From an optimization exercise on the open Yosys and OpenROAD flow, aimed at small area, a short achievable clock period and few clock cycles; shortcuts taken in it are not production practice.
In this exercise RTL edits were held to simulation tests only and were not proved equivalent to the original.
Power is estimated from default activity; no workload was simulated.

==> flow/design.v <==
module demosaic(clk, reset, in_en, data_in, wr_r, addr_r, wdata_r, rdata_r, wr_g, addr_g, wdata_g, rdata_g, wr_b, addr_b, wdata_b, rdata_b, done);
input clk;
input reset;
input in_en;
input [7:0] data_in;
output reg wr_r;
output [13:0] addr_r;
output reg [7:0] wdata_r;
input [7:0] rdata_r;
output reg wr_g;
output [13:0] addr_g;
output [7:0] wdata_g;
input [7:0] rdata_g;
output reg wr_b;
output [13:0] addr_b;
output reg [7:0] wdata_b;
input [7:0] rdata_b;
output reg done;
reg        fill;
reg [6:0]  r;             
reg [7:0]  q;             
reg [3:0]  ph;            
reg        first;         
reg        second;        
reg [7:0]  rg, rx;        
reg [7:0]  xb;            
reg [9:0]  p;             
reg [8:0]  ya;            
reg [7:0]  half;          
reg [9:0]  d;             
reg [7:0]  xn;            
reg [7:0]  hv;            
reg [6:0]  arow;          
reg [6:0]  gcol, rbcol;   
assign wdata_g = p[9:2];
assign addr_g = {arow, gcol};
assign addr_r = {arow, rbcol};
assign addr_b = {arow, rbcol};
wire       odd  = r[0];
wire [7:0] rv   = rx;
wire [7:0] rh   = rx;
wire [6:0] rp1 = r + 7'd1;
wire [6:0] qc  = q[6:0];
wire [6:0] qp1 = qc + 7'd1;
wire [6:0] roff = ph[3] ? 7'h7f : ph[0] ? 7'd1 : 7'd0;
wire [6:0] gco  = ph[1] ? 7'd2 : (ph[3] | ph[0] | (ph[2] & !first)) ? 7'h7f : 7'd0;
wire [6:0] rbo  = ph[1] ? 7'h7c : ph[2] ? 7'h7f : 7'd0;
wire       last = q[7] & (q[6:1] == 6'd1);
wire       endc = ph[2] & last & (r == 7'd127);
wire [9:0] g_sum = p + {2'b0, rg};
wire [9:0] v_sum = {1'b0, ya} + {2'b0, rv};
wire [9:0] d_sum = d + {2'b0, rv};
wire [8:0] h_sum = {1'b0, xn} + {1'b0, rh};
wire       s_in = !fill;
wire       s_d  = fill & ph[2];
wire       s_hr = fill & !ph[2] & odd;    
wire       s_hb = fill & !ph[2] & !odd;   
wire [7:0] nd_r = ({8{s_in}} & data_in) | ({8{s_hr}} & half) | ({8{s_hb}} & hv);
wire [7:0] nd_b = ({8{s_in}} & data_in) | ({8{s_hb}} & half) | ({8{s_hr}} & hv);
always @(posedge clk) begin
    rg <= rdata_g;
    rx <= (odd ^ ph[3]) ? rdata_r : rdata_b;
    wdata_r <= nd_r | ({8{s_d}} & d_sum[9:2]);
    wdata_b <= nd_b | ({8{s_d}} & d_sum[9:2]);
end
always @(posedge clk) begin
    if (reset) begin
        fill <= 1'b0;
        r <= 7'd0;
        q <= 8'd0;
        ph <= 4'd0;
        first <= 1'b1;
        second <= 1'b0;
        done <= 1'b0;
        wr_r <= 1'b0;
        wr_g <= 1'b0;
        wr_b <= 1'b0;
        arow <= 7'd0;
        gcol <= 7'd0;
        rbcol <= 7'd0;
    end else if (!fill) begin
        arow <= r + roff;
        gcol <= qc + gco;
        rbcol <= qc + rbo;
        p <= {data_in, 2'b00};
        wr_g <= in_en & (r[0] == qc[0]);
        wr_r <= in_en & !r[0] & qc[0];
        wr_b <= in_en & r[0] & !qc[0];
        if (in_en) begin
            q[6:0] <= qp1;
            if (qc == 7'd127) begin
                r <= rp1;
                if (r == 7'd127) begin
                    fill <= 1'b1;
                    ph <= 4'b1000;
                end
            end
        end
    end else begin
        ph <= {ph[2:0], ph[3]};
        wr_r <= 1'b0;
        wr_g <= 1'b0;
        wr_b <= 1'b0;
        arow <= r + roff;
        gcol <= qc + gco;
        rbcol <= qc + rbo;
        if (ph[1]) p <= g_sum;
        if (ph[2]) begin
            wr_g <= !first;
            p <= g_sum;
        end
        if (ph[3]) begin
            p <= second ? {2'b0, rg} : {2'b0, xb} + {2'b0, rg};
            xb <= rg;
        end
        if (ph[0] && second) p <= g_sum;
        if (ph[0]) begin
            xn <= rh;
            hv <= h_sum[8:1];
        end
        if (ph[1]) begin
            wr_r <= !first & !second;
            wr_b <= !first & !second;
            d <= v_sum;
            half <= ya[8:1];
            ya <= {1'b0, rv};
        end
        if (ph[2]) begin
            wr_r <= !first & odd;
            wr_b <= !first & !odd;
            ya <= v_sum[8:0];
            q <= last ? {7'd0, rp1[0]} : q + 8'd2;
            if (last) r <= rp1;
            first <= last;
            second <= first;
        end
        if (done || endc) begin
            wr_r <= 1'b0; wr_g <= 1'b0; wr_b <= 1'b0;
        end
        if (endc) done <= 1'b1;
    end
end
endmodule
==> flow/flow/run.sh <==
#!/bin/bash
# The standard layout (the standard.sh, unchanged synthesis), except that
# the port buffers that global placement inserts on every input and output
# are sky130_fd_sc_hd__buf_1 rather than the default cell.
set -euo pipefail
export BUFFER_PORTS_ARGS="-buffer_cell sky130_fd_sc_hd__buf_1"
bash standard.sh finish > make_finish.log 2>&1
==> flow/standard.sh <==
#!/bin/bash
# synth_recipe.tcl (not shown) runs the flow's synth.tcl, then flattens the netlist and writes it again
# the make line also repeats each setting of config.mk as NAME=value (left out here)
make -C /OpenROAD-flow-scripts/flow DESIGN_CONFIG=/design/flow/config.mk WORK_HOME=/design/flow/orfs CLKGATE_MAP_FILE= SYNTH_SCRIPT=/design/flow/synth_recipe.tcl "${@:-finish}"
==> flow/config.mk <==
export PLATFORM = sky130hd
export DESIGN_NAME = demosaic
export DESIGN_NICKNAME = demosaic
export VERILOG_FILES = /design/flow/design.v
export SDC_FILE = /design/flow/constraint.sdc
export NUM_CORES = 4
export LEC_CHECK = 0
export CAP_MARGIN = 20
export CORE_MARGIN = 2
export CORE_UTILIZATION = 40
export CTS_BUF_LIST = sky130_fd_sc_hd__clkbuf_4 sky130_fd_sc_hd__clkbuf_8
export PLACE_DENSITY = 0.6
export SETUP_SLACK_MARGIN = 2.5
export SLEW_MARGIN = 20
export TNS_END_PERCENT = 10
==> flow/constraint.sdc <==
create_clock -name core_clock -period 5.0 [get_ports {clk}]
set_input_delay 1.0000 -clock core_clock [delete_from_list [all_inputs] [get_ports {clk}]]
set_output_delay 1.0000 -clock core_clock [all_outputs]
set_load 0.01 [all_outputs]
==> summary.txt, run 1 <==
Clocking
  • Worst-Skew Late Latency: 0.47 ns
  • Sink Count: 140
  • Num CTS Buffers: 17
  • CTS Hold Buffers Added: 0
  • TritonCTS clock tree: built
  • Register clock-pin slew on the reported worst setup and hold paths: 0.09 ns
  • Clock tree buffer depth: 2
  • Clk root buf: clkbuf_8
  • H-tree depth: 4

Drt
  • Final wirelength: 16600 um
  • DR top layer: met4
  • Met3 WL post-DR: approximately 700 um
  • Via count: around 5500
  • WL/cell: ~16 um
  • Starting DRT DRC Count: ~290
  • Post-route ant nets: 0
  • Via/cell ratio: 5.20
  • Drc violations: 0
  • Metal-1 WL: 8170 um
  • WL met2: 7490 um
  • TritonRoute pass-1 iters: 5

Pwr
  • Switch share: 25.3%
  • PD cells: 287 mW/mm2
  • Peak supply drop: 0.000162 V
  • NetSw: 619 uW
  • Part of the power in registers: between 50% and 60%
  • P_leak: 0.00336 uW
  • Internal power: 1830 uW
  • Clock share of power: 41.2%
  • Combinational fraction of design power: just over 8%

Finish
  • Ant diodes: 0
  • Layout cell share with drive strength beyond 1: between 10% and 20%
  • Leading cell type in the layout, fill and taps excluded: buf_1
  • Nets: 910
  • Non-filler instance count after layout: 1055
  • Most frequent cells in the layout: buf_1 (103), dfxtp_1 (77), edfxtp_1 (61)
  • Area Growth Syn to Fin: 11.1%

Yosys
  • Sequential share of the synthesized area: 44.4%
  • Library cells used by synthesis: 68
  • Synth Instances: 736
  • YS warnings: 1
  • EDFF count, synth: 61
  • Yosys reg bits: 140
  • Largest cells by area after synthesis: edfxtp_1 (24%), dfxtp_1 (21%), ha_1 (9.8%)
  • Top_reg_cell synth: dfxtp_1
  • Synth Area per Inst: 10.4 um2
  • Post-Synthesis Cell Area: 0.00768 mm2
  • Most area-hungry cell type in the Yosys netlist: edfxtp_1
  • Yosys top cell area share: 23.8%
  • Asr flop ratio synth: 0%
  • Synth Net Count: 838

Timing
  • Post-route minimum period: 2.41 ns
  • Setup tns final: 0 ns
  • Final hold violation count: 0
  • Final Cycle Share: 48.2%
  • Unrepaired setup endpoints after global routing: yes
  • Actual slew at the worst max-slew pin: around 0.9 ns
  • Setup Skew: about 0.024 ns
  • Max transition margin: 39.5%
  • Fin. max-slew vios: 0
  • FMAX: 415 MHz
  • Setup violations, final: 0

Placed design
  • I/O Buffers: 104
  • Final GP Congestion: 0.803
  • HPWL Detailed: 12200 um
  • Dpl cells: 1021

Worst setup path
  • Worst Setup Start Kind: flop
  • CP endpoint kind: flop
  • Worst setup path category: flop to flop
  • Worst Path Arrival: 2.74 ns
  • CP Max Fanout: 6
  • CP required: 5.33 ns

Floorplanning
  • Ports: 105
  • Core Region: about 0.019 mm2
  • Die width: around 140 um
  • Initial core utilization: about two fifths
  • Die Y-Extent: 143 um
  • Die ar.: 0.0203 mm2
  • Std cell rows: 50

GRT
  • Global route overflow: 0
  • Initial antenna violation count: 0
  • Largest net degree at the start of global routing: 29
  • First-pass GRT wire length: 26800 um
  • Vias in the first global route: 5238
  • Total track usage: between 10% and 20%

Min path
  • Hold Path Class: flop to flop

Run
  • Max cap viols: 0

Run status
  • Run status: timing/DRC/antenna clean
[worst max-delay path: stages, from the launching register on]
cell,delay [ns]
dfxtp_1,0.38
or2_1,0.28
a21oi_2,0.17
nor2_2,0.10
ha_1,0.24
fa_2,0.38
a211oi_2,0.23
nor2_1,0.08
o21ai_0,0.14
nand2b_1,0.08
xnor2_1,0.15
nor2_1,0.06
[cell usage after synthesis, drive strengths merged (3+ instances only)]
| cell | instances |
|---|---|
| a211oi | 11 |
| a21o | 19 |
| a21oi | 60 |
| a221o | 3 |
| a31o | 5 |
| a31oi | 4 |
| and2 | 6 |
| and3 | 4 |
| buf | 43 |
| clkbuf | 13 |
| dfxtp | 79 |
| edfxtp | 61 |
| fa | 7 |
| ha | 60 |
| inv | 20 |
| mux2 | 23 |
| mux2i | 17 |
| nand2 | 34 |
| nand2b | 13 |
| nand3 | 12 |
| nand4 | 8 |
| nor2 | 60 |
| nor2b | 18 |
| nor3 | 11 |
| o211ai | 3 |
| o21a | 6 |
| o21ai | 41 |
| o21bai | 10 |
| o41ai | 3 |
| or2 | 3 |
| or3 | 3 |
| xnor2 | 25 |
| xor2 | 22 |
[per-layer routing]
metal | global-route usage (%) | vias up
met1 | 23.2 | 2569
met2 | 26.6 | 118
met4 | 5.11 | 0
met3 | 4.44 | 17
met5 | 0 | -
li1 | - | 2786
[repair_timing]
item,4_1_cts,5_1_grt
endpoints found under the setup margin,24,27
pin swaps,0,0
gates cloned,0,0
resized for setup,7,1
setup buffers,0,2
[flip-flops by register name, indices dropped and copies added, names as in the netlist, 8 cells and up]
register and count:
q 8, xn 8, rg 8, p 10, ya 9, hv 8, half 8, d 10
rx 8, wdata_b 8, wdata_r 8, xb 8
[logic make-up after synthesis]
family	Yosys count	synth area share (%)
muxes	40	5.64
and+or+nand+nor	183	12.2
adders and majority gates	67	11.6
buffers and inverters	76	5.31
DFF	140	44.4
xor gates and xnor gates	47	5.46
AOI/OAI and AO/OA	183	15.4
[cell type report]
class	instances	area, um2
inverter	20	75.1
fill	1791	10200
timing repair buffer	109	429
sequential	140	3420
multi-input combinational	520	3880
clock buffer	19	255
clock inverter	13	180
tap	234	293
[worst paths after layout]
kind / start / endpoint / slack (ns) / cells past startpoint
hold / removal: ya[6] / half[5] / 0.46 / 0
hold reg to reg: ya[6] / half[5] / 0.46 / 0
setup / recovery: ph[0] / gcol[6] / 2.59 / 11
setup reg to reg: ph[0] / gcol[6] / 2.59 / 11
[power by group through the flow]
stage	sequential (uW)	combinational, uW	clock, uW
floorplan	1260	149	0
global placement	1260	198	0
detailed placement	1260	200	0
CTS	1240	202	1040
global route	1240	227	1080
finish	1240	201	1010
[per-stage QoR]
stage	setup WS [ns]	total power [uW]	area, um2	util, %	hold slack [ns]
after global routing	2.41	2550	8530	45.5	0.493
final	2.59	2450	8530	45.5	0.460
after global placement	2.08	1460	8060	42.9	0.444
after floorplan	2.52	1410	7680	-	0.433
after CTS	2.50	2480	8510	45.3	0.476
after detailed placement	2.01	1460	8060	42.9	0.454
Testbench counts, summed over its fixed seeds: cycles 802,816.
==> run 2, diff against run 1 <==
--- a/flow/config.mk
+++ b/flow/config.mk
@@ -8,8 +8,8 @@
 export CAP_MARGIN = 20
 export CORE_MARGIN = 2
-export CORE_UTILIZATION = 40
+export CORE_UTILIZATION = 55
 export CTS_BUF_LIST = sky130_fd_sc_hd__clkbuf_4 sky130_fd_sc_hd__clkbuf_8
-export PLACE_DENSITY = 0.6
-export SETUP_SLACK_MARGIN = 2.5
+export PLACE_DENSITY = 0.75
+export SETUP_SLACK_MARGIN = 3.0
 export SLEW_MARGIN = 20
 export TNS_END_PERCENT = 10
==> run 2 against run 1 <==
  * Highest routed layer unchanged
  * Combinational power is 14% higher
  * Still clean
  * Largest cell class unchanged
  * Sequential cell count stayed put
  * Die area is 27% lower
==> summary.txt, run 2 <==
Drt
  • Post-route ant nets: 0 (unchanged)
  • Metal-1 WL: 7370 um (-9.7%)
  • Via count: 5795 (+5.6%)
  • DR top layer: met4
  • Via/cell ratio: 5.73 (+10%)
  • WL/cell: 16.7 um (+6.0%)
  • Drc violations: 0 (unchanged)
  • TritonRoute pass-1 iters: 5 (unchanged)
  • Met3 WL post-DR: 1050 um (+48%)
  • Final wirelength: 16900 um (+1.6%)
  • WL met2: 8170 um (+9.0%)
  • Starting DRT DRC Count: 600 (+110%)

Yosys
  • Largest cells by area after synthesis: edfxtp_1 (24%), dfxtp_1 (21%), ha_1 (9.8%)
  • Synth Area per Inst: 10.4 um2 (unchanged)
  • Synth Instances: 736 (unchanged)
  • Top_reg_cell synth: dfxtp_1
  • Most numerous cell in the Yosys netlist: dfxtp_1
  • EDFF count, synth: 61 (unchanged)
  • YS warnings: 1 (unchanged)
  • Asr flop ratio synth: 0% (unchanged)
  • Synth cell count leaders: dfxtp_1 (79), edfxtp_1 (61), ha_1 (60), nor2_1 (60), a21oi_1 (58)
  • Post-Synthesis Cell Area: 0.00768 mm2 (unchanged)
  • Synth Net Count: 838 (unchanged)
  • Library cells used by synthesis: 68 (unchanged)
  • Sequential share of the synthesized area: 44.4% (unchanged)
  • Yosys reg bits: 140 (unchanged)
  • Yosys top cell area share: 23.8% (unchanged)
  • Most area-hungry cell type in the Yosys netlist: edfxtp_1

Placed design
  • I/O Buffers: 104 (unchanged)
  • HPWL Detailed: 11900 um (-2.1%)
  • Dpl cells: 966 (-5.4%)
  • Final GP Congestion: 0.862 (+7.3%)

Timing
  • FMAX: 434 MHz (+4.7%)
  • Setup tns final: 0 ns (unchanged)
  • Final hold violation count: 0 (unchanged)
  • Setup Skew: 0.0104 ns (-0.0132 ns)
  • Setup violations, final: 0 (unchanged)
  • Fin. max-slew vios: 0 (unchanged)
  • Post-route minimum period: 2.30 ns (-0.107 ns)
  • Final Cycle Share: 46.1% (-2.1 points)
  • Unrepaired setup endpoints after global routing: yes
  • Max transition margin: 58.1% (+19 points)
  • Actual slew at the worst max-slew pin: 0.625 ns (-0.282 ns)

Finish
  • Layout cell share with drive strength beyond 1: 17.7% (+7.5 points)
  • Non-filler instance count after layout: 1011 (-4.2%)
  • Most frequent cells in the layout: buf_1 (103), dfxtp_1 (65), edfxtp_1 (61)
  • Area Growth Syn to Fin: 14.4%
  • Fill count: 1078 (-40%)
  • Top flop regs: d: 10 flops, p: 10 flops, ya: 9 flops
  • Leading cell type in the layout, fill and taps excluded: buf_1
  • Nets: 920 (+1.1%)
  • Ant diodes: 0 (unchanged)

Pwr
  • Peak supply drop: 0.000210 V (+30%)
  • Tot Pwr: 2300 uW (-6.0%)
  • PD cells: 262 mW/mm2 (-8.7%)
  • P_leak: 0.00339 uW (+1.0%)

Min path
  • Hold Path Class: flop to flop

Worst setup path
  • CP peak stage delay: 0.38 ns (about the same)
  • CP endpoint kind: flop
  • RR Endpoint: ya[6]
  • R2R Setup Slk: 2.70 ns (+0.11 ns)
  • Crit path cell chain: ha_1 -> fa_2 -> a21o_1 -> a21oi_4 -> o21ai_1 -> a21oi_2 -> xnor2_1 -> mux2_2
  • Worst setup path category: flop to flop
  • Worst Setup Start Kind: flop
  • Worst Setup SP: ya[0]
  • Worst reg2reg path depth: 8 (-3)
  • FF-to-FF Start: ya[0]
  • Crit path capture: ya[6]
  • CP Max Fanout: 3 (-3)
  • Worst Path Arrival: 2.51 ns (-0.23 ns)
  • CP required: 5.21 ns (-0.12 ns)
  • CP max-delay cell: edfxtp_1

Floorplanning
  • Ports: 105 (unchanged)
  • Std cell rows: 43 (-14%)
  • Die Y-Extent: 122 um (-14%)
  • Die ar.: 0.0149 mm2 (-27%)
  • Core Region: 0.0138 mm2 (-27%)
  • Initial core utilization: 55.8% (+15 points)
  • Die width: 122 um (-14%)

Clocking
  • Clk root buf: clkbuf_8
  • TritonCTS clock tree: built
  • Sink Count: 140 (unchanged)
  • Worst-Skew Late Latency: 0.46 ns (about the same)
  • Clock tree buffer depth: 2 (unchanged)
  • CTS Hold Buffers Added: 0 (unchanged)
  • Num CTS Buffers: 17 (unchanged)
  • H-tree depth: 4 (unchanged)
  • Register clock-pin slew on the reported worst setup and hold paths: 0.08 ns (about the same)

GRT
  • Global route overflow: 0 (unchanged)
  • Total track usage: 22.3% (+5.3 points)
  • First-pass GRT wire length: 25800 um (-3.9%)
  • Vias in the first global route: 5509 (+5.2%)
  • Largest net degree at the start of global routing: 48 (+66%)
  • Initial antenna violation count: 0 (unchanged)

Run status
  • Run status: timing/DRC/antenna clean

Run
  • Max cap viols: 0 (unchanged)
[run 2: cell count changes in the layout (fill, tap and decap cells not counted), moves of 4 or more]
cell and change:
dfxtp_1 -12, ha_1 -11, buf_4 +10, dfxtp_2 +9
ha_4 +9, a21oi_1 -7, a21oi_4 +4, fa_1 -4
fa_2 +4, nor2_1 -4
[run 2: worst min-delay path by stage]
stage,startpoint,endpoint,slack (ns),depth (start not counted)
after floorplan,ya[2],half[1],0.43,0
after global placement,ya[4],half[3],0.45,0
after detailed placement,ya[4],half[3],0.44,0
after CTS,ya[4],half[3],0.46,0
after global routing,ya[4],half[3],0.47,0
final,ya[3],half[2],0.46,0
[run 2: kinds of logic after synthesis]
| logic type | Yosys count | synth area share, % |
|---|---|---|
| compound gates | 183 | 15.4 |
| xor+xnor | 47 | 5.46 |
| fa+ha+maj | 67 | 11.6 |
| buf+inv | 76 | 5.31 |
| flops | 140 | 44.4 |
| mux | 40 | 5.64 |
| simple gates | 183 | 12.2 |
[run 2: metal layers]
metal,track usage (%),vias to the layer above
li1,-,2821
met1,28.9,2747
met2,36.3,199
met3,5.10,28
met4,8.48,0
met5,0,-
[run 2: per-stage QoR]
| step | utilization, % | hold slack, ns | cell area [um2] | worst slack, ns |
|---|---|---|---|---|
| 2_1_floorplan | - | 0.433 | 7730 | 2.78 |
| 3_3_place_gp | 58.3 | 0.446 | 8020 | 1.99 |
| 3_5_place_dp | 58.3 | 0.443 | 8020 | 1.90 |
| 4_1_cts | 61.3 | 0.464 | 8440 | 2.72 |
| 5_1_grt | 63.8 | 0.472 | 8790 | 2.60 |
| 6_report | 63.8 | 0.464 | 8790 | 2.70 |
[run 2: power by group]
part           total [uW]  switching [uW]  internal (uW)
combinational         230             126            104
sequential           1240            25.9           1210
clock                 831             466            364
total                2300             618           1680
[run 2: layout make-up]
cell class / count / area [um2] / share of cell area (%)
Clock buffer: 19 / 249 / 2.83
Clock inverter: 13 / 106 / 1.21
Inverter: 20 / 75.1 / 0.854
Multi-Input combinational cell: 520 / 4180 / 47.6
Sequential cell: 140 / 3440 / 39.2
Tap cell: 180 / 225 / 2.56
Timing Repair Buffer: 119 / 507 / 5.77
[run 2: what timing repair did]
item,CTS,global route
setup buffers,1,12
pin swaps,2,26
resized for setup,20,55
setup endpoints to repair,127,121
[run 2: worst max-delay path, delay by kind of cell, from the launching register on]
family | cells | cell delay (ns)
AOI/OAI and AO/OA | 4 | 0.67
adders and majority gates | 2 | 0.65
DFF | 1 | 0.38
muxes | 1 | 0.27
xor gates and xnor gates | 1 | 0.10
==> run 3, diff against run 2 <==
--- a/flow/config.mk
+++ b/flow/config.mk
@@ -8,8 +8,8 @@
 export CAP_MARGIN = 20
 export CORE_MARGIN = 2
-export CORE_UTILIZATION = 55
+export CORE_UTILIZATION = 40
 export CTS_BUF_LIST = sky130_fd_sc_hd__clkbuf_4 sky130_fd_sc_hd__clkbuf_8
-export PLACE_DENSITY = 0.75
-export SETUP_SLACK_MARGIN = 3.0
+export PLACE_DENSITY = 0.65
+export SETUP_SLACK_MARGIN = 2.9
 export SLEW_MARGIN = 20
 export TNS_END_PERCENT = 10
==> run 3 against run 2 <==
  * Still clean
  * Die area grew 36%
  * Clock skew is 0.0035 ns higher
  * Non-clock buffer count stayed put
  * Clock power grew 4.9%
  * Via count fell by 4.4%
  * Worst hold slack improved by 0.0076 ns
  * Critical path depth unchanged
==> summary.txt, run 3 <==
Placed design
  • Dpl cell area: 0.00808 mm2 (+0.64%)
  • Final GP Congestion: 0.831 (-3.5%)
  • I/O Buffers: 104 (unchanged)
  • HPWL Detailed: 12200 um (+2.0%)

Pwr
  • Internal power: 1730 uW (+2.9%)
  • Switch share: 25.9% (-1.0 points)
  • Peak supply drop: 0.000167 V (-20%)
  • Clock share of power: 37.4% (+1.3 points)
  • P_leak: 0.00338 uW (-0.26%)
  • PD cells: 267 mW/mm2 (+1.9%)
  • Part of the power in registers: 53.0% (-0.9 points)
  • Combinational fraction of design power: 9.6% (-0.4 points)
  • NetSw: 603 uW (-2.5%)

Yosys
  • YS warnings: 1 (unchanged)
  • Library cells used by synthesis: 68 (unchanged)
  • Post-Synthesis Cell Area: 0.00768 mm2 (unchanged)
  • Most area-hungry cell type in the Yosys netlist: edfxtp_1
  • Synth cell count leaders: dfxtp_1 (79), edfxtp_1 (61), ha_1 (60), nor2_1 (60), a21oi_1 (58)
  • Yosys reg bits: 140 (unchanged)
  • Asr flop ratio synth: 0% (unchanged)
  • Synth Net Count: 838 (unchanged)
  • Sequential share of the synthesized area: 44.4% (unchanged)
  • Top_reg_cell synth: dfxtp_1
  • EDFF count, synth: 61 (unchanged)
  • Largest cells by area after synthesis: edfxtp_1 (24%), dfxtp_1 (21%), ha_1 (9.8%)
  • Most numerous cell in the Yosys netlist: dfxtp_1
  • Synth Area per Inst: 10.4 um2 (unchanged)
  • Synth Instances: 736 (unchanged)
  • Yosys top cell area share: 23.8% (unchanged)

GRT
  • First-pass GRT wire length: 26600 um (+3.3%)
  • Initial antenna violation count: 0 (unchanged)
  • Vias in the first global route: 5287 (-4.0%)
  • Global route overflow: 0 (unchanged)
  • Total track usage: 16.7% (-5.5 points)
  • Largest net degree at the start of global routing: 47 (-2.1%)

Drt
  • WL/cell: 15.7 um (-5.9%)
  • Post-route ant nets: 0 (unchanged)
  • TritonRoute pass-1 iters: 4 (-1)
  • Final wirelength: 16700 um (-0.92%)
  • Via/cell ratio: 5.20 (-9.3%)
  • Via count: 5538 (-4.4%)
  • Drc violations: 0 (unchanged)
  • Starting DRT DRC Count: 270 (-55%)

Timing
  • Setup tns final: 0 ns (unchanged)
  • Setup Skew: 0.0138 ns (+0.00345 ns)
  • Final Cycle Share: 46.4% (+0.34 points)
  • Hold WS: 0.471 ns (+0.00755 ns)
  • Setup violations, final: 0 (unchanged)
  • FMAX: 431 MHz (-0.73%)
  • Actual slew at the worst max-slew pin: 0.828 ns (+0.203 ns)
  • Fin. max-slew vios: 0 (unchanged)
  • Final hold violation count: 0 (unchanged)
  • Max transition margin: 44.8% (-13 points)
  • Post-route minimum period: 2.32 ns (+0.0170 ns)
  • Unrepaired setup endpoints after global routing: yes

Worst setup path
  • Worst reg2reg path depth: 8 (unchanged)
  • R2R Setup Slk: 2.68 ns (-0.02 ns)
  • CP Max Fanout: 3 (unchanged)
  • FF-to-FF Start: ya[1]
  • RR Endpoint: ya[6]
  • CP endpoint kind: flop
  • Worst setup path category: flop to flop
  • CP required: 5.21 ns (about the same)
  • Worst Path Arrival: 2.53 ns (+0.02 ns)
  • Worst Setup Start Kind: flop

Finish
  • Top flop regs: d: 10 flops, p: 10 flops, ya: 9 flops
  • Fill count: 1754 (+63%)
  • Leading cell type in the layout, fill and taps excluded: buf_1
  • Reg area: 0.00344 mm2 (-0.22%)
  • Layout cell share with drive strength beyond 1: 15.0% (-2.6 points)
  • Ant diodes: 0 (unchanged)
  • Nets: 920 (unchanged)
  • Multi-input gate area: 0.00405 mm2 (-3.3%)
  • Post-route cell area: 0.00875 mm2 (-0.47%)
  • Most frequent cells in the layout: buf_1 (103), dfxtp_1 (69), edfxtp_1 (61)
  • Post-route core utilization: 46.6% (-17 points)
  • Area Growth Syn to Fin: 13.9%

Floorplanning
  • Std cell rows: 50 (+16%)
  • Die width: 143 um (+17%)
  • Die Y-Extent: 143 um (+17%)
  • Ports: 105 (unchanged)
  • Die ar.: 0.0203 mm2 (+36%)
  • Initial core utilization: 40.9% (-15 points)
  • Core Region: 0.0188 mm2 (+36%)

Run
  • Max cap viols: 0 (unchanged)

Clocking
  • Sink Count: 140 (unchanged)
  • Num CTS Buffers: 17 (unchanged)
  • H-tree depth: 4 (unchanged)
  • CTS Hold Buffers Added: 0 (unchanged)
  • Register clock-pin slew on the reported worst setup and hold paths: 0.09 ns (about the same)
  • Clock tree buffer depth: 2 (unchanged)
  • TritonCTS clock tree: built
  • Clk root buf: clkbuf_8
  • Worst-Skew Late Latency: 0.45 ns (about the same)

Min path
  • HP Start: ya[4]
  • Hold Path Sink: half[3]
  • Hold Path Class: flop to flop
  • Worst Hold Depth: 0 (unchanged)

Run status
  • Run status: timing/DRC/antenna clean
==> run 3: cell counts after synthesis <==
Identical to the previous run, type by type.
==> run 3: cell type report <==
cell class	count	area share, %
Clock buffer	19	2.92
Clock inverter	13	1.34
Sequential cell	140	39.3
Tap cell	234	3.35
Multi-Input combinational cell	520	46.3
Inverter	20	0.858
Timing Repair Buffer	119	5.99
==> run 3: cell families after synthesis <==
group | synth area share [%]
compound gates | 15.4
fa+ha+maj | 11.6
simple gates | 12.2
buf+inv | 5.31
mux | 5.64
xor+xnor | 5.46
flops | 44.4
==> run 3: timing repair <==
item / CTS / global route
pin swaps: 8 / 18
setup buffers: 5 / 7
resized for setup: 22 / 28
endpoints found under the setup margin: 97 / 70
hold endpoints to repair: 0 / 0
==> run 3: how the worst max path moves through the flow <==
stage / startpoint / end / slack (ns) / cells after the start
floorplan: ph[3] / gcol[6] / 2.68 / 12
global placement: ph[2] / r[3] / 2.42 / 6
detailed placement: in_en / r[3] / 2.38 / 6
CTS: ya[1] / ya[7] / 2.72 / 7
global route: rx[0] / ya[6] / 2.59 / 8
finish: ya[1] / ya[6] / 2.68 / 8
==> run 3: power groups by stage <==
stage	clock (uW)	sequential (uW)	combinational, uW
3_3_place_gp	0	1260	198
3_5_place_dp	0	1260	201
4_1_cts	905	1240	205
6_report	872	1240	224
2_1_floorplan	0	1260	149
5_1_grt	945	1240	249
==> run 3: critical path, cell delays in order (launching register included) <==
cell      delay, ns
edfxtp_1       0.46
buf_4          0.18
fa_1           0.46
a21o_1         0.19
a21oi_2        0.19
o21ai_1        0.08
a21oi_1        0.17
xnor2_1        0.10
mux2_2         0.26
==> run 3: routing by layer <==
layer | share of wire, % | up-vias | wire length (um) | global-route usage, %
li1 | - | 2816 | - | -
met1 | 48 | 2587 | 8040 | 22.3
met2 | 47 | 120 | 7850 | 27.0
met3 | 3.3 | 15 | 559 | 3.33
met4 | 1.6 | 0 | 272 | 6.20
met5 | 0 | - | 0 | 0
==> run 3: through the flow <==
stage / instances / setup WS (ns) / power (uW)
2_1_floorplan: 736 / 2.68 / 1410
3_3_place_gp: 1021 / 2.42 / 1460
3_5_place_dp: 1021 / 2.38 / 1460
4_1_cts: 1058 / 2.72 / 2350
5_1_grt: 1065 / 2.59 / 2430
6_report: 1065 / 2.68 / 2330
==> run 4, diff against run 3 <==
--- a/flow/config.mk
+++ b/flow/config.mk
@@ -10,5 +10,5 @@
 export CORE_UTILIZATION = 40
 export CTS_BUF_LIST = sky130_fd_sc_hd__clkbuf_4 sky130_fd_sc_hd__clkbuf_8
-export PLACE_DENSITY = 0.65
+export PLACE_DENSITY = 0.55
 export SETUP_SLACK_MARGIN = 2.9
 export SLEW_MARGIN = 20
==> run 4 against run 3 <==
  * Still clean
  * Final area is 0.94% higher
  * Clock power increased by 7.7%
  * Clock-buffer cell count is 2 lower
  * Cell count increased by 0.47%
  * Critical path type unchanged
  * Critical endpoint is now ya[7]
  * Highest routed layer unchanged
==> summary.txt, run 4 <==
Worst setup path
  • Crit path cell chain: ha_1 -> a211o_1 -> a21oi_2 -> nor2_2 -> o41ai_4 -> xnor2_1 -> mux2_4
  • CP peak stage delay: 0.44 ns (-0.02 ns)
  • FF-to-FF Start: ya[1]
  • Worst Path Arrival: 2.57 ns (+0.04 ns)
  • Worst setup path category: flop to flop
  • Worst Setup Start Kind: flop
  • CP Max Fanout: 3 (unchanged)
  • CP required: 5.22 ns (about the same)
  • CP endpoint kind: flop
  • R2R Setup Slk: 2.65 ns (-0.03 ns)
  • RR Endpoint: ya[7]
  • Worst reg2reg path depth: 7 (-1)
  • CP max-delay cell: edfxtp_1

Timing
  • Fin. max-slew vios: 0 (unchanged)
  • Actual slew at the worst max-slew pin: 0.820 ns (-0.00817 ns)
  • Setup tns final: 0 ns (unchanged)
  • FMAX: 426 MHz (-1.1%)
  • Unrepaired setup endpoints after global routing: yes
  • Post-route minimum period: 2.35 ns (+0.0268 ns)
  • Max transition margin: 45.2% (+0.43 points)
  • Final Worst Setup Slack: 2.65 ns (-0.0268 ns)
  • Setup violations, final: 0 (unchanged)
  • Final Cycle Share: 46.9% (+0.54 points)
  • Final hold violation count: 0 (unchanged)
  • Setup Skew: 0.0159 ns (+0.00208 ns)

Run
  • Max cap viols: 0 (unchanged)

GRT
  • Total track usage: 17.9% (+1.2 points)
  • First-pass GRT wire length: 28400 um (+6.6%)
  • Initial antenna violation count: 0 (unchanged)
  • Vias in the first global route: 5542 (+4.8%)
  • Global route overflow: 0 (unchanged)
  • Largest net degree at the start of global routing: 48 (+2.1%)

Drt
  • Starting DRT DRC Count: 388 (+44%)
  • Via/cell ratio: 5.30 (+1.9%)
  • WL/cell: 16.5 um (+5.1%)
  • Final wirelength: 17700 um (+5.6%)
  • Drc violations: 0 (unchanged)
  • TritonRoute pass-1 iters: 5 (+1)
  • Via count: 5671 (+2.4%)
  • Post-route ant nets: 0 (unchanged)

Pwr
  • PD cells: 272 mW/mm2 (+2.2%)
  • Peak supply drop: 0.000153 V (-8.3%)
  • P_leak: 0.00343 uW (+1.4%)

Yosys
  • Yosys top cell area share: 23.8% (unchanged)
  • Top_reg_cell synth: dfxtp_1
  • Asr flop ratio synth: 0% (unchanged)
  • Post-Synthesis Cell Area: 0.00768 mm2 (unchanged)
  • Sequential share of the synthesized area: 44.4% (unchanged)
  • Library cells used by synthesis: 68 (unchanged)
  • Most numerous cell in the Yosys netlist: dfxtp_1
  • Synth Instances: 736 (unchanged)
  • Synth Area per Inst: 10.4 um2 (unchanged)
  • EDFF count, synth: 61 (unchanged)
  • Most area-hungry cell type in the Yosys netlist: edfxtp_1
  • Largest cells by area after synthesis: edfxtp_1 (24%), dfxtp_1 (21%), ha_1 (9.8%)
  • Synth Net Count: 838 (unchanged)
  • Yosys reg bits: 140 (unchanged)
  • Synth cell count leaders: dfxtp_1 (79), edfxtp_1 (61), ha_1 (60), nor2_1 (60), a21oi_1 (58)
  • YS warnings: 1 (unchanged)

Floorplanning
  • Core Region: 0.0188 mm2 (unchanged)
  • Std cell rows: 50 (unchanged)
  • Die ar.: 0.0203 mm2 (unchanged)
  • Die Y-Extent: 143 um (unchanged)
  • Initial core utilization: 40.9% (unchanged)
  • Die width: 143 um (unchanged)
  • Ports: 105 (unchanged)

Clocking
  • Clk root buf: clkbuf_8
  • TritonCTS clock tree: built
  • H-tree depth: 4 (unchanged)
  • Worst-Skew Late Latency: 0.47 ns (+0.02 ns)
  • Register clock-pin slew on the reported worst setup and hold paths: 0.09 ns (about the same)
  • Num CTS Buffers: 17 (unchanged)
  • CTS Hold Buffers Added: 0 (unchanged)
  • Sink Count: 140 (unchanged)
  • Clock tree buffer depth: 2 (unchanged)

Placed design
  • Final GP Congestion: 0.792 (-4.7%)
  • HPWL Detailed: 12800 um (+4.8%)
  • I/O Buffers: 104 (unchanged)
  • Place WS: 2.22 ns (-0.153 ns)

Finish
  • Leading cell type in the layout, fill and taps excluded: buf_1
  • Layout cell share with drive strength beyond 1: 15.6% (+0.51 points)
  • Ant diodes: 0 (unchanged)
  • Most frequent cells in the layout: buf_1 (103), dfxtp_1 (71), edfxtp_1 (61)
  • Nets: 925 (+0.54%)
  • Area Growth Syn to Fin: 15.0%
  • Top flop regs: d: 10 flops, p: 10 flops, ya: 9 flops

Run status
  • Run status: timing/DRC/antenna clean

Min path
  • Hold Path Sink: half[5]
  • HP Start: ya[6]
  • Hold Path Class: flop to flop
  • Worst Hold Depth: 0 (unchanged)
run 4: critical path, delay by kind of cell, from the launching register on:
kind                       cells  cell delay, ns
and+or+nand+nor                1            0.07
DFF                            1            0.44
AOI/OAI and AO/OA              3            0.87
adders and majority gates      1            0.31
xor gates and xnor gates       1            0.15
muxes                          1            0.27
run 4: repair_timing:
item	4_1_cts	5_1_grt
cloned	1	0
resized for setup	20	29
pin swaps	10	15
setup endpoints to repair	72	105
setup buffers	6	9
run 4: final cells by class:
class	count	area (um2)
clock buffers	17	234
clock inverters	15	164
fillers	1763	9940
inverters	20	75.1
multi-input cells	520	4060
flip-flops and latches	140	3430
well taps	234	293
repair buffers	124	579
run 4: worst max-delay path by stage:
stage,from,end,slack [ns],depth (start not counted)
global route,ya[1],ya[7],2.53,7
detailed placement,reset,d[1],2.22,4
global placement,reset,half[0],2.29,4
floorplan,ph[3],gcol[6],2.68,12
CTS,ya[1],ya[7],2.70,7
finish,ya[1],ya[7],2.65,7
run 4: metrics by stage:
step           util (%)  instance area [um2]  total power [uW]  hold slack [ns]  cells
6_report           47.1                 8830              2410            0.464   1070
5_1_grt            47.1                 8830              2510            0.491   1070
4_1_cts            45.9                 8620              2410            0.470   1061
3_5_place_dp       43.1                 8080              1460            0.447   1022
3_3_place_gp       43.1                 8080              1460            0.445   1022
2_1_floorplan         -                 7710              1410            0.433    736
run 4: logic make-up after synthesis:
kind of cell             Yosys count  synth area share, %
flip-flops                       140                 44.4
AND/OR/NAND/NOR                  183                 12.2
AO/OA/AOI/OAI                    183                 15.4
adder cells (fa/ha/maj)           67                 11.6
buffers and inverters             76                 5.31
XOR/XNOR                          47                 5.46
multiplexers                      40                 5.64
run 4: power by group:
part | switching, uW | internal, uW | leakage [uW]
clock network | 487 | 452 | 0.000197
logic | 122 | 106 | 0.00202
registers | 24.9 | 1210 | 0.00122
total | 634 | 1770 | 0.00343
run 4: layer usage:
metal / part of all wire, % / track usage [%] / vias up
li1: - / - / 2825
met1: 48 / 24.1 / 2699
met2: 47 / 28.8 / 130
met3: 4.0 / 4.07 / 17
met4: 1.1 / 5.37 / 0
met5: 0 / 0 / -
==> run 5, diff against run 4 <==
--- a/flow/config.mk
+++ b/flow/config.mk
@@ -10,6 +10,6 @@
 export CORE_UTILIZATION = 40
 export CTS_BUF_LIST = sky130_fd_sc_hd__clkbuf_4 sky130_fd_sc_hd__clkbuf_8
-export PLACE_DENSITY = 0.55
+export PLACE_DENSITY = 0.6
 export SETUP_SLACK_MARGIN = 2.9
 export SLEW_MARGIN = 20
-export TNS_END_PERCENT = 10
+export TNS_END_PERCENT = 20
==> run 5 against run 4 <==
  * Still clean
  * Via count down 1.8%
  * Critical path depth is 1 higher
  * Clock power shrank 5.3%
  * Sequential share of layout area rose by 0.64 points
  * Cell count fell by 0.47%
==> summary.txt, run 5 <==
Yosys
  • Most numerous cell in the Yosys netlist: dfxtp_1
  • Most area-hungry cell type in the Yosys netlist: edfxtp_1
  • Asr flop ratio synth: 0% (unchanged)
  • EDFF count, synth: 61 (unchanged)
  • Sequential share of the synthesized area: 44.4% (unchanged)
  • Top_reg_cell synth: dfxtp_1
  • Synth cell count leaders: dfxtp_1 (79), edfxtp_1 (61), ha_1 (60), nor2_1 (60), a21oi_1 (58)
  • Synth Area per Inst: 10.4 um2 (unchanged)
  • Post-Synthesis Cell Area: 0.00768 mm2 (unchanged)
  • Yosys reg bits: 140 (unchanged)
  • Yosys top cell area share: 23.8% (unchanged)
  • Synth Instances: 736 (unchanged)
  • Synth Net Count: 838 (unchanged)
  • Largest cells by area after synthesis: edfxtp_1 (24%), dfxtp_1 (21%), ha_1 (9.8%)
  • Library cells used by synthesis: 68 (unchanged)
  • YS warnings: 1 (unchanged)

Min path
  • Hold Path Class: flop to flop

Timing
  • Setup tns final: 0 ns (unchanged)
  • Fin. max-slew vios: 0 (unchanged)
  • Final hold violation count: 0 (unchanged)
  • Actual slew at the worst max-slew pin: 0.735 ns (-0.0852 ns)
  • Setup violations, final: 0 (unchanged)
  • Unrepaired setup endpoints after global routing: yes
  • Final Cycle Share: 44.8% (-2.1 points)
  • Max transition margin: 50.9% (+5.7 points)
  • Setup Skew: 0.0123 ns (-0.00363 ns)
  • Post-route minimum period: 2.24 ns (-0.107 ns)
  • FMAX: 447 MHz (+4.8%)

Clocking
  • Clk root buf: clkbuf_8
  • Num CTS Buffers: 17 (unchanged)
  • Clock tree buffer depth: 2 (unchanged)
  • Register clock-pin slew on the reported worst setup and hold paths: 0.09 ns (about the same)
  • H-tree depth: 4 (unchanged)
  • Worst-Skew Late Latency: 0.45 ns (-0.02 ns)
  • TritonCTS clock tree: built
  • Sink Count: 140 (unchanged)

Floorplanning
  • Std cell rows: 50 (unchanged)
  • Initial core utilization: 40.9% (unchanged)
  • Ports: 105 (unchanged)
  • Die width: 143 um (unchanged)
  • Die ar.: 0.0203 mm2 (unchanged)
  • Core Region: 0.0188 mm2 (unchanged)
  • Die Y-Extent: 143 um (unchanged)

Finish
  • Post-route cell area: 0.00870 mm2 (-1.4%)
  • Ant diodes: 0 (unchanged)
  • Most frequent cells in the layout: buf_1 (103), dfxtp_1 (68), edfxtp_1 (61)
  • Area Growth Syn to Fin: 13.3%
  • Top flop regs: d: 10 flops, p: 10 flops, ya: 9 flops
  • Fill count: 1792 (+1.6%)
  • Nets: 920 (-0.54%)
  • Layout cell share with drive strength beyond 1: 15.2% (-0.39 points)
  • Leading cell type in the layout, fill and taps excluded: buf_1

Drt
  • Drc violations: 0 (unchanged)
  • TritonRoute pass-1 iters: 5 (unchanged)
  • Post-route ant nets: 0 (unchanged)
  • Starting DRT DRC Count: 261 (-33%)
  • WL/cell: 15.5 um (-6.0%)
  • Via count: 5569 (-1.8%)
  • Final wirelength: 16500 um (-6.5%)
  • Via/cell ratio: 5.23 (-1.3%)

Pwr
  • Peak supply drop: 0.000152 V (-1.1%)
  • PD cells: 269 mW/mm2 (-1.1%)
  • P_leak: 0.00339 uW (-1.3%)

GRT
  • Global route overflow: 0 (unchanged)
  • First-pass GRT wire length: 26200 um (-7.8%)
  • Vias in the first global route: 5179 (-6.5%)
  • Initial antenna violation count: 0 (unchanged)
  • Largest net degree at the start of global routing: 48 (unchanged)
  • Total track usage: 16.6% (-1.3 points)

Placed design
  • I/O Buffers: 104 (unchanged)
  • Dpl cell area: 0.00808 mm2 (about the same)
  • HPWL Detailed: 12000 um (-5.8%)
  • Final GP Congestion: 0.807 (+1.9%)

Worst setup path
  • Worst Setup Start Kind: flop
  • Worst setup path category: flop to flop
  • CP Max Fanout: 3 (unchanged)
  • Worst Path Arrival: 2.45 ns (-0.12 ns)
  • CP required: 5.21 ns (about the same)
  • CP endpoint kind: flop

Run
  • Max cap viols: 0 (unchanged)

Run status
  • Run status: timing/DRC/antenna clean
-- run 5: per-layer routing --
layer  global-route usage, %  wire (um)  vias to the layer above
met5                       0          0                        -
met4                    6.72        371                        0
met3                    3.80        667                       27
met2                    26.1       7490                      123
met1                    22.2       7990                     2603
li1                        -          -                     2816
-- run 5: report_power, final --
part	switching (uW)	internal [uW]	total, uW
Clock	479	410	889
Sequential	24.6	1210	1240
Combinational	119	98.8	218
-- run 5: cell families (layout without fill, tap and decap cells) --
family,Yosys count,after routing,synth area share [%]
AND/OR/NAND/NOR,183,183,12.2
buffers and inverters,76,171,5.31
AO/OA/AOI/OAI,183,183,15.4
flip-flops,140,140,44.4
adder cells (fa/ha/maj),67,67,11.6
multiplexers,40,40,5.64
XOR/XNOR,47,47,5.46
-- run 5: layout make-up --
| class | instances | area, um2 | area share (%) |
|---|---|---|---|
| inverter | 20 | 75.1 | 0.862 |
| sequential | 140 | 3430 | 39.5 |
| clock inverter | 14 | 139 | 1.60 |
| tap | 234 | 293 | 3.36 |
| clock buffer | 18 | 241 | 2.77 |
| timing repair buffer | 119 | 508 | 5.84 |
| multi-input combinational | 520 | 4010 | 46.1 |
-- run 5: final timing paths --
kind              start  endpoint  slack (ns)  cells after the start
setup / recovery  ya[1]     ya[8]        2.76                      8
hold / removal    ya[3]   half[2]        0.47                      0
setup reg to reg  ya[1]     ya[8]        2.76                      8
hold reg to reg   ya[3]   half[2]        0.47                      0
-- run 5: worst max-delay path, stage by stage (launching register included) --
cell and delay (ns):
edfxtp_1 0.43, buf_4 0.17, fa_2 0.40, a21o_1 0.18, a21oi_2 0.20, o211ai_1 0.12, a31oi_1 0.21, xnor2_1 0.13
and2_1 0.16
-- run 5: through the flow --
step                      total power [uW]  utilization, %  setup WS, ns  instances  hold slack, ns
after CTS                             2370            46.1          2.72       1063           0.467
after floorplan                       1410               -          2.68        736           0.433
after global routing                  2440            46.4          2.62       1065           0.476
after detailed placement              1460            43.0          2.21       1021           0.444
after global placement                1460            43.0          2.28       1021           0.448
final                                 2340            46.4          2.76       1065           0.467
-- run 5: timing repair --
item | in CTS | in global routing
endpoints found under the hold margin | 0 | 0
hold buffers | 0 | 0
gates resized for setup | 36 | 10
buffers inserted | 10 | 2
setup endpoints to repair | 98 | 75
pin swaps | 15 | 4
==> run 6, diff against run 5 <==
--- a/flow/config.mk
+++ b/flow/config.mk
@@ -13,3 +13,3 @@
 export SETUP_SLACK_MARGIN = 2.9
 export SLEW_MARGIN = 20
-export TNS_END_PERCENT = 20
+export TNS_END_PERCENT = 10
==> run 6 against run 5 <==
  * Still clean on timing, DRC and antenna
  * Synthesized cell count is the same
  * Area after synthesis unchanged
  * Die area is the same
  * Cell count fell by 0.28%
  * Sequential power is essentially flat
  * Combinational power is 5% lower
  * Routed wire length down 0.22%
  * Critical path depth fell by 1
  * Register-to-register slack worse by 0.03 ns
  * First-iteration DRC count shrank 11%
  * Power down 0.60%
  * Critical endpoint is now p[7]
  * Largest cell class unchanged
==> summary.txt, run 6 <==
Placed design
  • HPWL Detailed: 12000 um (unchanged)
  • Final GP Congestion: 0.807 (unchanged)
  • Dpl cell area: 0.00808 mm2 (unchanged)
  • I/O Buffers: 104 (unchanged)
  • Place WS: 2.21 ns (unchanged)

Timing
  • Fin. max-slew vios: 0 (unchanged)
  • Hold WS: 0.467 ns (-0.0000220 ns)
  • Final Cycle Share: 45.5% (+0.69 points)
  • Actual slew at the worst max-slew pin: 0.733 ns (-0.00214 ns)
  • Max transition margin: 51.0% (+0.14 points)
  • FMAX: 440 MHz (-1.5%)
  • Post-route minimum period: 2.27 ns (+0.0346 ns)
  • Setup tns final: 0 ns (unchanged)
  • Final hold violation count: 0 (unchanged)
  • Setup Skew: 0.0127 ns (+0.000445 ns)
  • Setup violations, final: 0 (unchanged)
  • Final Worst Setup Slack: 2.73 ns (-0.0346 ns)
  • Unrepaired setup endpoints after global routing: yes

GRT
  • Vias in the first global route: 5127 (-1.0%)
  • Total track usage: 16.6% (-0.079 points)
  • Global route overflow: 0 (unchanged)
  • First-pass GRT wire length: 26000 um (-0.53%)
  • Initial antenna violation count: 0 (unchanged)
  • Largest net degree at the start of global routing: 48 (unchanged)

Yosys
  • Most numerous cell in the Yosys netlist: dfxtp_1
  • Most area-hungry cell type in the Yosys netlist: edfxtp_1
  • EDFF count, synth: 61 (unchanged)
  • Yosys reg bits: 140 (unchanged)
  • Asr flop ratio synth: 0% (unchanged)
  • Post-Synthesis Cell Area: 0.00768 mm2 (unchanged)
  • Yosys top cell area share: 23.8% (unchanged)
  • Sequential share of the synthesized area: 44.4% (unchanged)
  • Synth Instances: 736 (unchanged)
  • YS warnings: 1 (unchanged)
  • Synth Area per Inst: 10.4 um2 (unchanged)
  • Top_reg_cell synth: dfxtp_1
  • Synth cell count leaders: dfxtp_1 (79), edfxtp_1 (61), ha_1 (60), nor2_1 (60), a21oi_1 (58)
  • Library cells used by synthesis: 68 (unchanged)
  • Largest cells by area after synthesis: edfxtp_1 (24%), dfxtp_1 (21%), ha_1 (9.8%)
  • Synth Net Count: 838 (unchanged)

Finish
  • Post-route cell area: 0.00861 mm2 (-1.1%)
  • Most frequent cells in the layout: buf_1 (103), dfxtp_1 (69), edfxtp_1 (61)
  • Ant diodes: 0 (unchanged)
  • Nets: 917 (-0.33%)
  • Top flop regs: d: 10 flops, p: 10 flops, ya: 9 flops
  • Area Growth Syn to Fin: 12.1%
  • Layout cell share with drive strength beyond 1: 13.5% (-1.6 points)
  • Leading cell type in the layout, fill and taps excluded: buf_1
  • Post-route core utilization: 45.9% (-0.50 points)

Clocking
  • Sink Count: 140 (unchanged)
  • Clock tree buffer depth: 2 (unchanged)
  • H-tree depth: 4 (unchanged)
  • TritonCTS clock tree: built
  • Worst-Skew Late Latency: 0.45 ns (about the same)
  • Clk root buf: clkbuf_8
  • Register clock-pin slew on the reported worst setup and hold paths: 0.09 ns (about the same)
  • Num CTS Buffers: 17 (unchanged)

Worst setup path
  • CP required: 5.20 ns (about the same)
  • Worst path depth: 7 (-1)
  • CP bufs+invs: 0 (-1)
  • Worst reg2reg path depth: 7 (-1)
  • Crit path cell chain: ha_2 -> nand2_1 -> or3_4 -> a21oi_2 -> a31o_1 -> a211oi_1 -> a311o_1
  • Worst Setup SP: p[4]
  • Cell family with most CP delay: compound AO/OA/AOI/OAI gates
  • Crit path capture: p[7]
  • FF-to-FF Start: p[4]
  • R2R Setup Slk: 2.73 ns (-0.03 ns)
  • Worst setup path category: flop to flop
  • Worst Path Arrival: 2.47 ns (+0.02 ns)
  • CP max-delay cell: edfxtp_1
  • CP peak stage delay: 0.42 ns (about the same)
  • RR Endpoint: p[7]
  • CP Max Fanout: 6 (+3)
  • Worst Setup Start Kind: flop
  • CP endpoint kind: flop

Drt
  • Via count: 5557 (-0.22%)
  • Starting DRT DRC Count: 232 (-11%)
  • Final wirelength: 16500 um (-0.22%)
  • WL/cell: 15.5 um (about the same)
  • Post-route ant nets: 0 (unchanged)
  • Via/cell ratio: 5.23 (about the same)
  • TritonRoute pass-1 iters: 7 (+2)
  • Met3 WL post-DR: 664 um (-0.45%)
  • Drc violations: 0 (unchanged)
  • DR top layer: met4
  • WL met2: 7480 um (-0.15%)
  • Metal-1 WL: 8010 um (+0.24%)

Run
  • Max cap viols: 0 (unchanged)

Pwr
  • Peak supply drop: 0.000151 V (-0.47%)
  • PD cells: 271 mW/mm2 (+0.49%)
  • P_leak: 0.00336 uW (-0.71%)

Min path
  • Worst Hold Depth: 0 (unchanged)
  • Hold Path Class: flop to flop

Floorplanning
  • Initial core utilization: 40.9% (unchanged)
  • Ports: 105 (unchanged)
  • Core Region: 0.0188 mm2 (unchanged)
  • Die width: 143 um (unchanged)
  • Die ar.: 0.0203 mm2 (unchanged)
  • Std cell rows: 50 (unchanged)
  • Die Y-Extent: 143 um (unchanged)

Run status
  • Run status: timing/DRC/antenna clean
## run 6: power by group
| group | switching (uW) | internal [uW] | total, uW |
|---|---|---|---|
| combinational | 117 | 90.7 | 208 |
| sequential | 23.3 | 1210 | 1240 |
| clock | 477 | 410 | 887 |
## run 6: what timing repair did
| action | CTS | global route |
|---|---|---|
| pin swaps | 6 | 4 |
| gates resized for setup | 26 | 6 |
| hold buffers | 0 | 0 |
| setup endpoints to repair | 98 | 77 |
| buffers inserted | 6 | 2 |
## run 6: final cells by class
type                       count  area (um2)
fill                        1804       10200
multi-input combinational    520        3950
timing repair buffer         116         482
inverter                      20        75.1
tap                          234         293
clock buffer                  18         241
sequential                   140        3430
clock inverter                14         139
## run 6: cells by family after synthesis
kind of cell | synth area share, %
simple gates | 12.2
mux | 5.64
buf+inv | 5.31
xor+xnor | 5.46
flops | 44.4
fa+ha+maj | 11.6
compound gates | 15.4
## run 6: stage by stage
step	cells	total power, uW
final	1062	2330
after global routing	1062	2430
after CTS	1059	2360
after detailed placement	1021	1460
after global placement	1021	1460
after floorplan	736	1410
## run 6: worst min path at each step
stage | slack (ns) | end | from
after global routing | 0.48 | half[2] | ya[3]
after floorplan | 0.43 | half[1] | ya[2]
after global placement | 0.45 | half[3] | ya[4]
after detailed placement | 0.44 | half[2] | ya[3]
after CTS | 0.47 | half[2] | ya[3]
final | 0.47 | half[2] | ya[3]
## run 6: routing by layer
metal  GRT usage, %  up-vias
li1               -     2806
met1           22.2     2616
met2           26.0      115
met3           3.57       20
met4           6.83        0
met5              0        -
## run 6: worst reg2reg max path, cell delays in order (launching register included)
cell      delay [ns]
edfxtp_1        0.42
ha_2            0.41
nand2_1         0.09
or3_4           0.40
a21oi_2         0.16
a31o_1          0.13
a211oi_1        0.07
a311o_1         0.34
==> run 7, diff against run 6 <==
--- a/flow/config.mk
+++ b/flow/config.mk
@@ -8,5 +8,5 @@
 export CAP_MARGIN = 20
 export CORE_MARGIN = 2
-export CORE_UTILIZATION = 40
+export CORE_UTILIZATION = 45
 export CTS_BUF_LIST = sky130_fd_sc_hd__clkbuf_4 sky130_fd_sc_hd__clkbuf_8
 export PLACE_DENSITY = 0.6
==> run 7 against run 6 <==
  * Still clean on timing, DRC and antenna
  * Worst setup slack improved by 0.010 ns
  * Sequential cell count did not move
  * Final area rose by 1.7%
  * Critical path depth rose by 1
  * Die area fell by 11%
  * Clock skew rose by 0.0047 ns
  * Combinational power rose by 4%
  * Via count rose by 1.3%
  * First-iteration DRC count rose by 39%
  * Area after synthesis did not move
  * Largest power group unchanged
==> summary.txt, run 7 <==
Yosys
  • Library cells used by synthesis: 68 (unchanged)
  • Most numerous cell in the Yosys netlist: dfxtp_1
  • Largest cells by area after synthesis: edfxtp_1 (24%), dfxtp_1 (21%), ha_1 (9.8%)
  • Post-Synthesis Cell Area: 0.00768 mm2 (unchanged)
  • EDFF count, synth: 61 (unchanged)
  • Main combinational cell family by area after synthesis: compound AO/OA/AOI/OAI gates
  • Yosys top cell area share: 23.8% (unchanged)
  • Synth Instances: 736 (unchanged)
  • Sequential share of the synthesized area: 44.4% (unchanged)
  • Adder-Cell Fraction of Synth Area: 11.6% (unchanged)
  • Synth Net Count: 838 (unchanged)
  • Post-synthesis compound-gate area fraction: 15.4% (unchanged)
  • Post-synthesis mux area share: 5.64% (unchanged)
  • Top_reg_cell synth: dfxtp_1
  • Asr flop ratio synth: 0% (unchanged)
  • Most area-hungry cell type in the Yosys netlist: edfxtp_1
  • Synth cell count leaders: dfxtp_1 (79), edfxtp_1 (61), ha_1 (60), nor2_1 (60), a21oi_1 (58)
  • YS warnings: 1 (unchanged)
  • Yosys reg bits: 140 (unchanged)
  • Synth Area per Inst: 10.4 um2 (unchanged)
  • Synth Area in Simple Gates: 12.2% (unchanged)
  • Synth Area in XOR/XNOR: 5.46% (unchanged)

Clocking
  • Sink Count: 140 (unchanged)
  • TritonCTS clock tree: built
  • Clock tree buffer depth: 2 (unchanged)
  • Clk root buf: clkbuf_8
  • Num CTS Buffers: 17 (unchanged)
  • Worst-Skew Late Latency: 0.46 ns (about the same)
  • H-tree depth: 4 (unchanged)
  • Register clock-pin slew on the reported worst setup and hold paths: 0.09 ns (about the same)

GRT
  • GR Layer Usage met3: 4.47% (+0.90 points)
  • Total track usage: 19.1% (+2.6 points)
  • Grt met2 use: 31.9% (+5.9 points)
  • Largest net degree at the start of global routing: 48 (unchanged)
  • Met1 Use GR: 24.9% (+2.7 points)
  • First-pass GRT wire length: 27300 um (+4.9%)
  • GRT Max-Usage Layer: met2
  • Global route overflow: 0 (unchanged)
  • Initial antenna violation count: 0 (unchanged)
  • Vias in the first global route: 5612 (+9.5%)

Pwr
  • P_leak: 0.00339 uW (+0.87%)
  • Combinational fraction of design power: 9.1% (+0.2 points)
  • Switch share: 27.5% (+1.0 points)
  • Internal power: 1730 uW (+1.1%)
  • NetSw: 656 uW (+6.4%)
  • Tot Pwr: 2390 uW (+2.5%)
  • PD cells: 273 mW/mm2 (+0.75%)
  • Part of the power in registers: 51.8% (-1.2 points)
  • Clock share of power: 39.1% (+1.0 points)
  • Peak supply drop: 0.000152 V (+0.87%)

Worst setup path
  • CP Max Fanout: 3 (-3)
  • Worst setup path category: flop to flop
  • CP required: 5.21 ns (about the same)
  • Worst Path Arrival: 2.48 ns (about the same)
  • Worst Setup Start Kind: flop
  • CP endpoint kind: flop

Timing
  • FMAX: 442 MHz (+0.45%)
  • Setup tns final: 0 ns (unchanged)
  • Max transition margin: 47.9% (-3.2 points)
  • Setup Skew: 0.0174 ns (+0.00469 ns)
  • Unrepaired setup endpoints after global routing: yes
  • Final hold violation count: 0 (unchanged)
  • Setup violations, final: 0 (unchanged)
  • Actual slew at the worst max-slew pin: 0.780 ns (+0.0474 ns)
  • Final Cycle Share: 45.3% (-0.20 points)
  • Post-route minimum period: 2.26 ns (-0.0102 ns)
  • Fin. max-slew vios: 0 (unchanged)

Drt
  • TritonRoute pass-1 iters: 5 (-2)
  • Final wirelength: 16800 um (+2.2%)
  • Via/cell ratio: 5.36 (+2.4%)
  • WL/cell: 16.0 um (+3.2%)
  • Drc violations: 0 (unchanged)
  • Via count: 5631 (+1.3%)
  • Starting DRT DRC Count: 322 (+39%)
  • Post-route ant nets: 0 (unchanged)

Floorplanning
  • Die Y-Extent: 135 um (-5.6%)
  • Std cell rows: 47 (-6.0%)
  • Die ar.: 0.0181 mm2 (-11%)
  • Die width: 135 um (-5.6%)
  • Ports: 105 (unchanged)
  • Core Region: 0.0166 mm2 (-11%)
  • Initial core utilization: 46.2% (+5.2 points)

Finish
  • Leading cell type in the layout, fill and taps excluded: buf_1
  • Most frequent cells in the layout: buf_1 (103), dfxtp_1 (68), edfxtp_1 (61)
  • Area Growth Syn to Fin: 14.0%
  • Ant diodes: 0 (unchanged)
  • Top flop regs: d: 10 flops, p: 10 flops, ya: 9 flops
  • Nets: 920 (+0.33%)
  • Layout cell share with drive strength beyond 1: 15.6% (+2.1 points)

Placed design
  • I/O Buffers: 104 (unchanged)
  • HPWL Detailed: 12200 um (+1.8%)
  • Final GP Congestion: 0.814 (+0.89%)

Run status
  • Run status: timing/DRC/antenna clean

Min path
  • Hold Path Class: flop to flop

Run
  • Max cap viols: 0 (unchanged)
-- run 7: cell count changes in the layout (fill, tap and decap cells not counted), moves of 2 or more --
| cell | before | now |
|---|---|---|
| clkbuf_4 | 2 | 0 |
| clkinv_4 | 4 | 0 |
| buf_4 | 11 | 14 |
| nor2_1 | 59 | 57 |
| ha_4 | 1 | 5 |
| nor2_2 | 0 | 2 |
| a21oi_1 | 53 | 51 |
| inv_8 | 1 | 6 |
| fa_1 | 5 | 3 |
| ha_1 | 57 | 52 |
| fa_2 | 2 | 4 |
-- run 7: kinds of logic (layout without fill, tap and decap cells) --
| logic type | after synthesis | after routing |
|---|---|---|
| muxes | 40 | 40 |
| AOI/OAI and AO/OA | 183 | 183 |
| and+or+nand+nor | 183 | 183 |
| adders and majority gates | 67 | 67 |
| buffers and inverters | 76 | 171 |
| xor gates and xnor gates | 47 | 47 |
| DFF | 140 | 140 |
-- run 7: area by class of cell --
cell class                      instances  area [um2]
Sequential cell                       140        3430
Multi-Input combinational cell        520        4060
Clock inverter                         15         165
Tap cell                              220         275
Fill cell                            1503        7880
Timing Repair Buffer                  119         517
Inverter                               20        75.1
Clock buffer                           17         234
-- run 7: metal layers --
| metal | up-vias | part of all wire [%] |
|---|---|---|
| met3 | 20 | 4.4 |
| met1 | 2656 | 46 |
| met5 | - | 0 |
| met2 | 144 | 49 |
| li1 | 2811 | - |
| met4 | 0 | 1.1 |
-- run 7: worst paths after layout --
check | startpoint | endpoint | slack (ns) | cells past startpoint
min | ya[7] | half[6] | 0.47 | 0
max | ya[1] | ya[6] | 2.74 | 8
min reg2reg | ya[7] | half[6] | 0.47 | 0
max reg2reg | ya[1] | ya[6] | 2.74 | 8
-- run 7: stage by stage --
| step | cell area, um2 | hold WS, ns | utilization, % | cells | worst slack, ns |
|---|---|---|---|---|---|
| 3_3_place_gp | 8060 | 0.448 | 48.4 | 1007 | 2.26 |
| 5_1_grt | 8760 | 0.484 | 52.6 | 1051 | 2.65 |
| 6_report | 8760 | 0.468 | 52.6 | 1051 | 2.74 |
| 4_1_cts | 8640 | 0.470 | 51.9 | 1050 | 2.73 |
| 2_1_floorplan | 7710 | 0.433 | - | 736 | 2.68 |
| 3_5_place_dp | 8060 | 0.448 | 48.4 | 1007 | 2.22 |
-- run 7: what timing repair did --
action,CTS,global route
hold buffers,0,0
buffers inserted,11,1
endpoints found under the setup margin,94,92
pin swaps,11,17
resized for setup,26,29
-- run 7: worst max-delay path, stage by stage (launching register included) --
cell      delay [ns]
edfxtp_1        0.44
buf_4           0.17
fa_2            0.39
a21o_1          0.18
a21oi_2         0.18
o21ai_1         0.07
a21oi_1         0.17
xnor2_1         0.13
mux2_2          0.28
-- run 7: power by group through the flow --
stage / clock network [uW] / registers [uW] / logic [uW]
final: 934 / 1240 / 217
after global routing: 1020 / 1240 / 243
after CTS: 963 / 1240 / 208
after detailed placement: 0 / 1260 / 200
after global placement: 0 / 1260 / 195
after floorplan: 0 / 1260 / 149

==> static timing again, ports no longer ideal <==
The results above use ideal ports. As a check the final layouts listed here were re-extracted and re-timed, cells and wires unchanged. Step 1 (the two cells are an assumption about what drives the block):
set clk [get_ports {clk}]
set_driving_cell -lib_cell sky130_fd_sc_hd__clkbuf_16 $clk
set_driving_cell -lib_cell sky130_fd_sc_hd__buf_2 [delete_from_list [all_inputs] $clk]
Step 2, shift: input delay + t, output delay - t, t = (earliest + latest rising clock arrival at the registers) / 2. This alone moves slack from input paths to output paths. a / b / c = ideal / step 1 / step 2; a / b = the first two.
run	t, ns	slack for setup (ns)	hold WS [ns]	worst data-port slew with drivers (ns)	cell pins on the clock port's net
run 1	0.496	2.590 / 2.590 / 2.146	0.460 / 0.460 / 0.460	0.03	1
run 2	0.488	2.697 / 2.697 / 2.414	0.464 / 0.464 / 0.464	0.04	1
run 3	0.478	2.680 / 2.680 / 2.517	0.471 / 0.471 / 0.471	0.04	1
run 4	0.495	2.654 / 2.654 / 2.268	0.464 / 0.464 / 0.464	0.03	1
run 5	0.489	2.761 / 2.761 / 2.385	0.467 / 0.467 / 0.467	0.03	1
run 6	0.487	2.726 / 2.726 / 2.382	0.467 / 0.467 / 0.467	0.03	1
run 7	0.488	2.736 / 2.736 / 2.406	0.468 / 0.468 / 0.468	0.04	1
After both steps setup and hold are still met in every run listed. For run 1, which loses most, drivers alone change the setup slack by 0.000 ns; drivers and shift together by -0.444 ns.
